Background: an optimization exercise with open tools, aiming at small area and a short achievable clock period. Do not read the settings as production practice.
No functional check of the RTL was part of this run.
Power and IR drop assume default switching activity.

$ cat flow/design.v
module Sbox5 (
    input  [5:0] in,
    output reg [3:0] out
);
    reg [1:0] row;
    reg [3:0] column;
    always @(*) begin
        row = {in[5], in[0]};
        column = in[4:1];
        case (column)
            4'b0000 : case (row)
                        2'b00 :  out = 4'b0010;
                        2'b01 :  out = 4'b1110;
                        2'b10 :  out = 4'b0100;
                        2'b11 :  out = 4'b1011;
                     endcase
            4'b0001 : case (row)
                        2'b00 :  out = 4'b1100;
                        2'b01 :  out = 4'b1011;
                        2'b10 :  out = 4'b0010;
                        2'b11 :  out = 4'b1000;
                     endcase
            4'b0010 : case (row)
                        2'b00 :  out = 4'b0100;
                        2'b01 :  out = 4'b0010;
                        2'b10 :  out = 4'b0001;
                        2'b11 :  out = 4'b1100;
                     endcase
            4'b0011 : case (row)
                        2'b00 :  out = 4'b0001;
                        2'b01 :  out = 4'b1100;
                        2'b10 :  out = 4'b1011;
                        2'b11 :  out = 4'b0111;
                     endcase
            4'b0100 : case (row)
                        2'b00 :  out = 4'b0111;
                        2'b01 :  out = 4'b0100;
                        2'b10 :  out = 4'b1100;
                        2'b11 :  out = 4'b0001;
                     endcase
            4'b0101 : case (row)
                        2'b00 :  out = 4'b1010;
                        2'b01 :  out = 4'b0111;  
                        2'b10 :  out = 4'b1101;
                        2'b11 :  out = 4'b1110;
                     endcase
            4'b0110 : case (row)
                        2'b00 :  out = 4'b1011;
                        2'b01 :  out = 4'b1101;
                        2'b10 :  out = 4'b0111;
                        2'b11 :  out = 4'b0010;
                     endcase
            4'b0111 : case (row)
                        2'b00 :  out = 4'b0110;
                        2'b01 :  out = 4'b0001;
                        2'b10 :  out = 4'b1000;
                        2'b11 :  out = 4'b1101;
                     endcase
            4'b1000 : case (row)
                        2'b00 :  out = 4'b1000;
                        2'b01 :  out = 4'b0101;
                        2'b10 :  out = 4'b1111;
                        2'b11 :  out = 4'b0110;
                     endcase
            4'b1001 : case (row)
                        2'b00 :  out = 4'b0101;
                        2'b01 :  out = 4'b0000;
                        2'b10 :  out = 4'b1001;
                        2'b11 :  out = 4'b1111;
                     endcase
            4'b1010 : case (row)
                        2'b00 :  out = 4'b0011;
                        2'b01 :  out = 4'b1111;
                        2'b10 :  out = 4'b1100;
                        2'b11 :  out = 4'b0000;
                     endcase
            4'b1011 : case (row)
                        2'b00 :  out = 4'b1111;
                        2'b01 :  out = 4'b1100;
                        2'b10 :  out = 4'b0101;
                        2'b11 :  out = 4'b1001;
                     endcase
            4'b1100 : case (row)
                        2'b00 :  out = 4'b1101;
                        2'b01 :  out = 4'b0011;
                        2'b10 :  out = 4'b0110;
                        2'b11 :  out = 4'b1100;
                     endcase
            4'b1101 : case (row)
                        2'b00 :  out = 4'b0000;
                        2'b01 :  out = 4'b1001;
                        2'b10 :  out = 4'b0011;
                        2'b11 :  out = 4'b0100;
                     endcase
            4'b1110 : case (row)
                        2'b00 :  out = 4'b1110;
                        2'b01 :  out = 4'b1000;
                        2'b10 :  out = 4'b0000;
                        2'b11 :  out = 4'b0101;
                     endcase
            4'b1111 : case (row)
                        2'b00 :  out = 4'b1001;
                        2'b01 :  out = 4'b0110;
                        2'b10 :  out = 4'b1110;
                        2'b11 :  out = 4'b0011;
                     endcase
            default: out = 4'h0;
        endcase
    end
endmodule
module Round (
    input  [3:0]  s_box_out,
    input  [31:0] h_in,
    output reg [31:0] h_out
);
    reg [3:0] h_in_n [0:7];
    reg [3:0] h_out_n [0:7];
    integer i;
    reg [3:0] temp;
    reg [1:0] rot;  
    always @(*) begin
        h_in_n[7] = h_in[31:28];
        h_in_n[6] = h_in[27:24];
        h_in_n[5] = h_in[23:20];
        h_in_n[4] = h_in[19:16];
        h_in_n[3] = h_in[15:12];
        h_in_n[2] = h_in[11:8];
        h_in_n[1] = h_in[7:4];
        h_in_n[0] = h_in[3:0];
        for (i = 0; i < 8; i = i + 1) begin
            temp = h_in_n[(i + 2) % 8] ^ s_box_out;
            rot = (i/2);  
            if (rot == 0)
                h_out_n[i] = temp & 4'hF;
            else
                h_out_n[i] = ( ((temp << rot) | (temp >> (4 - rot))) & 4'hF );
        end
        h_out = {h_out_n[7], h_out_n[6], h_out_n[5], h_out_n[4],
                 h_out_n[3], h_out_n[2], h_out_n[1], h_out_n[0]};
    end
endmodule
module HashIteration (
    input  [7:0]  M,
    input  [31:0] h,
    output [31:0] h_out
);
    wire [3:0] s_box_out;
    wire [5:0] M6;
    assign M6 = {M[5], (M[7] ^ M[2]), M[3], M[0], (M[4] ^ M[1]), M[6]};
    Sbox5 sbox (
        .in(M6),
        .out(s_box_out)
    );
    wire [31:0] h1_out;
    wire [31:0] h2_out;
    wire [31:0] h3_out;
    Round round1 (
        .s_box_out(s_box_out),
        .h_in(h),
        .h_out(h1_out)
    );
    Round round2 (
        .s_box_out(s_box_out),
        .h_in(h1_out),
        .h_out(h2_out)
    );
    Round round3 (
        .s_box_out(s_box_out),
        .h_in(h2_out),
        .h_out(h3_out)
    );
    Round round4 (
        .s_box_out(s_box_out),
        .h_in(h3_out),
        .h_out(h_out)
    );
endmodule
module lightHashDES(
    input              clk,
    input              M_valid,
    input              rst_n,
    input      [7:0]   M,
    input     [63:0]   input_length,
    output reg         hash_ready,
    output reg [31:0]  digest
);
    localparam [31:0] IV = 32'hF3C29D4B;  
    reg busy;
    reg [63:0] counter;
    reg [7:0] M_t;
    reg M_valid_t;
    reg [31:0] H;
    wire [31:0] H_fb;
    wire [7:0][3:0] H_array;
    wire [7:0][3:0] H_out_array;
    assign {H_array[7],H_array[6],H_array[5],H_array[4],
            H_array[3],H_array[2],H_array[1],H_array[0]} = H;
    assign H_fb = {H_out_array[7],H_out_array[6],H_out_array[5],H_out_array[4],
                   H_out_array[3],H_out_array[2],H_out_array[1],H_out_array[0]};
    HashIteration main (
        .M(M_t),
        .h(H_array),
        .h_out(H_out_array)
    );
    always @(posedge clk or negedge rst_n) begin
        if (!rst_n) begin
            hash_ready <= 0;
            busy <= 0;
            counter <= 0;
            M_t <= 0;
            M_valid_t <= 0;
            H <= IV;
            digest <= 0;
        end else begin
            if (!busy && M_valid) begin
                busy <= 1;
                counter <= input_length;
                hash_ready <= 0;
                H <= IV;
                M_t <= M;
                M_valid_t <= 1;
            end else if (busy) begin
                if (counter > 0) begin
                    H <= H_fb;
                    counter <= counter - 1;
                    M_t <= M;
                    M_valid_t <= M_valid;
                end
                if (counter == 1) begin
                    busy <= 0;
                    hash_ready <= 1;
                    digest <= H_fb;
                end
            end else begin
                M_valid_t <= 0;
                hash_ready <= 0;
            end
        end
    end
endmodule
$ cat flow/run.sh
#!/bin/bash
# synth_recipe.tcl (not shown) runs the flow's synth.tcl, then flattens the netlist and writes it again
# the make line also repeats each setting of config.mk as NAME=value (left out here)
make -C /OpenROAD-flow-scripts/flow DESIGN_CONFIG=/design/flow/config.mk WORK_HOME=/design/flow/orfs CLKGATE_MAP_FILE= SYNTH_SCRIPT=/design/flow/synth_recipe.tcl finish
$ cat flow/config.mk
export PLATFORM = sky130hd
export DESIGN_NAME = lightHashDES
export DESIGN_NICKNAME = lightHashDES
export VERILOG_FILES = /design/flow/design.v
export SDC_FILE = /design/flow/constraint.sdc
export NUM_CORES = 4
export LEC_CHECK = 0
export CAP_MARGIN = 20
export CORE_MARGIN = 2
export CORE_UTILIZATION = 40
export SLEW_MARGIN = 20
$ cat flow/constraint.sdc
create_clock -name core_clock -period 3.3 [get_ports {clk}]
set_input_delay 0.6600 -clock core_clock [delete_from_list [all_inputs] [get_ports {clk}]]
set_output_delay 0.6600 -clock core_clock [all_outputs]
set_load 0.01 [all_outputs]
==> reports/qor.txt <==
Flop-to-flop setup slack: 310 ps
Post-Syn Instances: 797
Total I/O pin count: 108
Worst slew margin: 51.05%
Hold crit path type: in2async
Clk Latency, worst-skew pair: 430 ps
Post-DR vias/cell: 5.246
Post-CTS Repair Setup Buffers: 0
TritonCTS clock tree: built
Pint: 3.837 mW
# hold bufs at CTS: 0
R2R Path End: H[4]$_DFFE_PN0P_
Clk slew on worst S/H paths: 70 ps
Crit path required time: 3650 ps
Outcome: finished clean
Period utilization: 90.72%
Die extent in x: 141.3 microns
H-tree levels: 4
Sequential-to-total area share from yosys stat: 46.12%
Compound-Gate Fraction of Synth Area: 12.85%
Slew Viols, Final: 0
WHS: 204.3 ps
Initial Utilization: 40.57%
Ys Warns: 5
GR Overflow Total: 0
Synth cell types: 68
Sw Ratio: 30.35%
Post-Syn Area: 7537 sq um
Worst setup EP type: register
Area occupied by multi-input gates: 3821 sq um
Setup TNS: 0 ps
Crit path kind: reg2reg
Final hold vios: 0
Seq pwr share: 43.3%
Post-synth EDFFs: 0
Num CTS Buffers: 17
CP max stage delay: 580 ps
Drt pass-1 iters: 5
Chip height: 141.3 microns
Initial antenna violation count: 0
Critical path launch point type: register
Max-Cap Viols: 0
Commonest non-fill, non-tap cell in the layout: nand2_1
Reg area: 3476 sq um
Post-route ant nets: 0
Clock root cell: clkbuf_16
Post-synth ARST share: 100.0%
Area growth syn-to-layout: 25.27%
Worst slack, placed: 314.8 ps
Avg Cell Area, Syn: 9.457 sq um
Clk_skew: 9.060 ps
Post-synthesis mux area share: 2.457%
Worst setup margin: 306.2 ps
Via count: 6,022
Cells after DPL: 1,116
Synth Area in Adders: 1.826%
Detailed Place HPWL: 12,500 microns
R2R depth: 9
Crit Path Max Fanout: 16
Die area: 19,960 sq um
Actual slew at the worst max-slew pin: 734.2 ps
CTS sink count: 138
Setup Viol. Count Final: 0
XOR/XNOR Fraction of Synth Area: 12.87%
Most frequent cells in the layout: 124 x nand2_1, 120 x dfrtp_1, 106 x clkdlybuf4s50_1
Number of fill cells: 1,765
Shortest period the worst path allows: 2994 ps
DRC: 0
WL final: 18,360 microns
Cell Pwr Density: 583.5 nW/um^2
Rows: 50
Crit path DAT: 3340 ps
Clock power share: 32.6%
WL/cell: 15.99 microns
Antenna cells: 0
Core ar.: 18,580 sq um
Crit path cell chain: inv_1 > ha_1 > or4_1 > nand3_1 > o2bb2ai_1 > xor2_1 > nand2_4 > xnor3_1 > o21ai_1
Post-CTS resize count: 0
Deepest clock path buffer count: 2
Initial DRC Count: 357
Share of layout cells above drive strength 1: 11.16%
GPL Wtd Cong: 0.8857
Global Route Usage Sum: 18.93%
Synth Register Bits: 138
Worst vdd ir: 0.4529 mV
WP buf/inv: 1
R2R Path Start: M_t[5]$_DFFE_PN0P_
NetSw: 1.672 mW
Synth Net Count: 883
Crit path max-delay family: simple AND/OR/NAND/NOR gates
Final nets: 987
Largest net degree at the start of global routing: 87
Port Buffer Count: 107
Fmax: 334.0 MHz
RSZ-0062 raised after global routing: no
Synth Area in Simple Gates: 20.39%
Leakage: 3.764 nW
Slowest cell on crit path: or4_1
Most used DFF post-synth: dfrtp_1
First-pass GRT wire length: 30,100 microns
Number of global-route vias before repair: 5,916
Final instance count without filler cells: 1,148
Logic pwr share: 24.0%
Main combinational cell family by area after synthesis: simple AND/OR/NAND/NOR gates
layer usage:
metal,vias up,track usage (%),wire [microns]
li1,2989,-,-
met1,2872,26.53,8796
met2,143,29.82,8570
met3,18,3.949,754
met4,0,5.579,240
met5,-,0,0
power groups by stage:
stage	Clock (mW)	Sequential, mW	Combinational (mW)
2_1_floorplan	0	2.34	1.07
3_3_place_gp	0	2.40	1.31
3_5_place_dp	0	2.41	1.33
4_1_cts	1.85	2.39	1.34
5_1_grt	1.91	2.43	1.49
6_report	1.80	2.39	1.32
how the worst max path moves through the flow:
stage	from	endpoint	slack, ps	cells after the start
after floorplan	M_t[5]$_DFFE_PN0P_	H[6]$_DFFE_PN1P_	490	11
after global placement	M_t[5]$_DFFE_PN0P_	H[1]$_DFFE_PN1P_	400	9
after detailed placement	M_t[5]$_DFFE_PN0P_	H[2]$_DFFE_PN0P_	310	9
after CTS	M_t[5]$_DFFE_PN0P_	digest[0]$_DFFE_PN0P_	310	9
after global routing	M_t[5]$_DFFE_PN0P_	digest[0]$_DFFE_PN0P_	120	10
final	M_t[5]$_DFFE_PN0P_	H[4]$_DFFE_PN0P_	310	9
registers in the layout (all words and copies together) (netlist names):
name        count
H              32
M_t             8
busy            1
counter        64
digest         32
hash_ready      1
cell families (layout without fill, tap and decap cells):
logic type,Yosys count,after routing
fa+ha+maj,11,11
simple gates,322,322
mux,17,17
xor+xnor,90,90
buf+inv,56,173
compound gates,163,163
flops,138,138
area by class of cell:
class | instances | share of cell area, %
multi-input cells | 603 | 40.47
flip-flops and latches | 138 | 36.81
repair buffers | 130 | 13.32
clock inverters | 13 | 1.166
well taps | 234 | 3.101
inverters | 11 | 0.4373
clock buffers | 19 | 4.691
per-stage QoR:
step	power (mW)	area, sq um	utilization (%)
2_1_floorplan	3.414	7537	-
3_3_place_gp	3.711	8889	47.84
3_5_place_dp	3.739	8889	47.84
4_1_cts	5.571	9442	50.81
5_1_grt	5.831	9442	50.81
6_report	5.509	9442	50.81
worst reg2reg max path, cell delays in order (launching register included):
cell and delay [ps]:
dfrtp_1 420, inv_1 130, ha_1 490, or4_1 580, nand3_1 100, o2bb2ai_1 140, xor2_1 260, nand2_4 230
xnor3_1 430, o21ai_1 150
cells in the mapped netlist (all sizes together), types with 4 or more instances:
cell	count	area share (%)
a211oi	4	0.40
a21oi	32	2.1
a31oi	5	0.42
and3	5	0.42
and4	4	0.46
buf	6	1.0
clkbuf	39	2.0
dfrtp	120	40
dfstp	18	6.3
ha	11	1.8
inv	10	0.50
mux2	12	1.8
mux2i	5	0.66
nand2	126	6.4
nand2b	7	0.58
nand3	24	1.6
nand4	11	0.91
nor2	63	3.1
nor2b	5	0.42
nor3	23	1.5
nor4	19	1.7
o21ai	86	5.7
o31ai	4	0.40
or3	17	1.4
or4	5	0.50
xnor2	56	6.7
xnor3	8	2.4
xor2	25	3.5

-- static timing again, ports no longer ideal --
How much do the figures lean on ideal ports? The routed layout below was timed once more, with nothing changed but the port constraints. Step 1 (the two cells are an assumption about what drives the block):
set clk [get_ports {clk}]
set_driving_cell -lib_cell sky130_fd_sc_hd__clkbuf_16 $clk
set_driving_cell -lib_cell sky130_fd_sc_hd__buf_2 [delete_from_list [all_inputs] $clk]
Step 2 adds t to the input delays and takes it off the output delays; t is the mean of the earliest and latest rising clock arrival at the registers after step 1. Input paths then give back, and output paths get back, about the clock's delay inside the block. Three values: no drivers, after step 1, after step 2; two values: the first two.
t (ns): 0.468
setup WS [ns]: 0.306 / 0.306 / 0.306
hold slack, ns: 0.204 / 0.196 / 0.485
worst data-port slew with drivers (ns): 0.04
After both steps setup and hold are still met in this run. For this run, drivers alone change the setup slack by 0.000 ns; drivers and shift together by 0.000 ns.
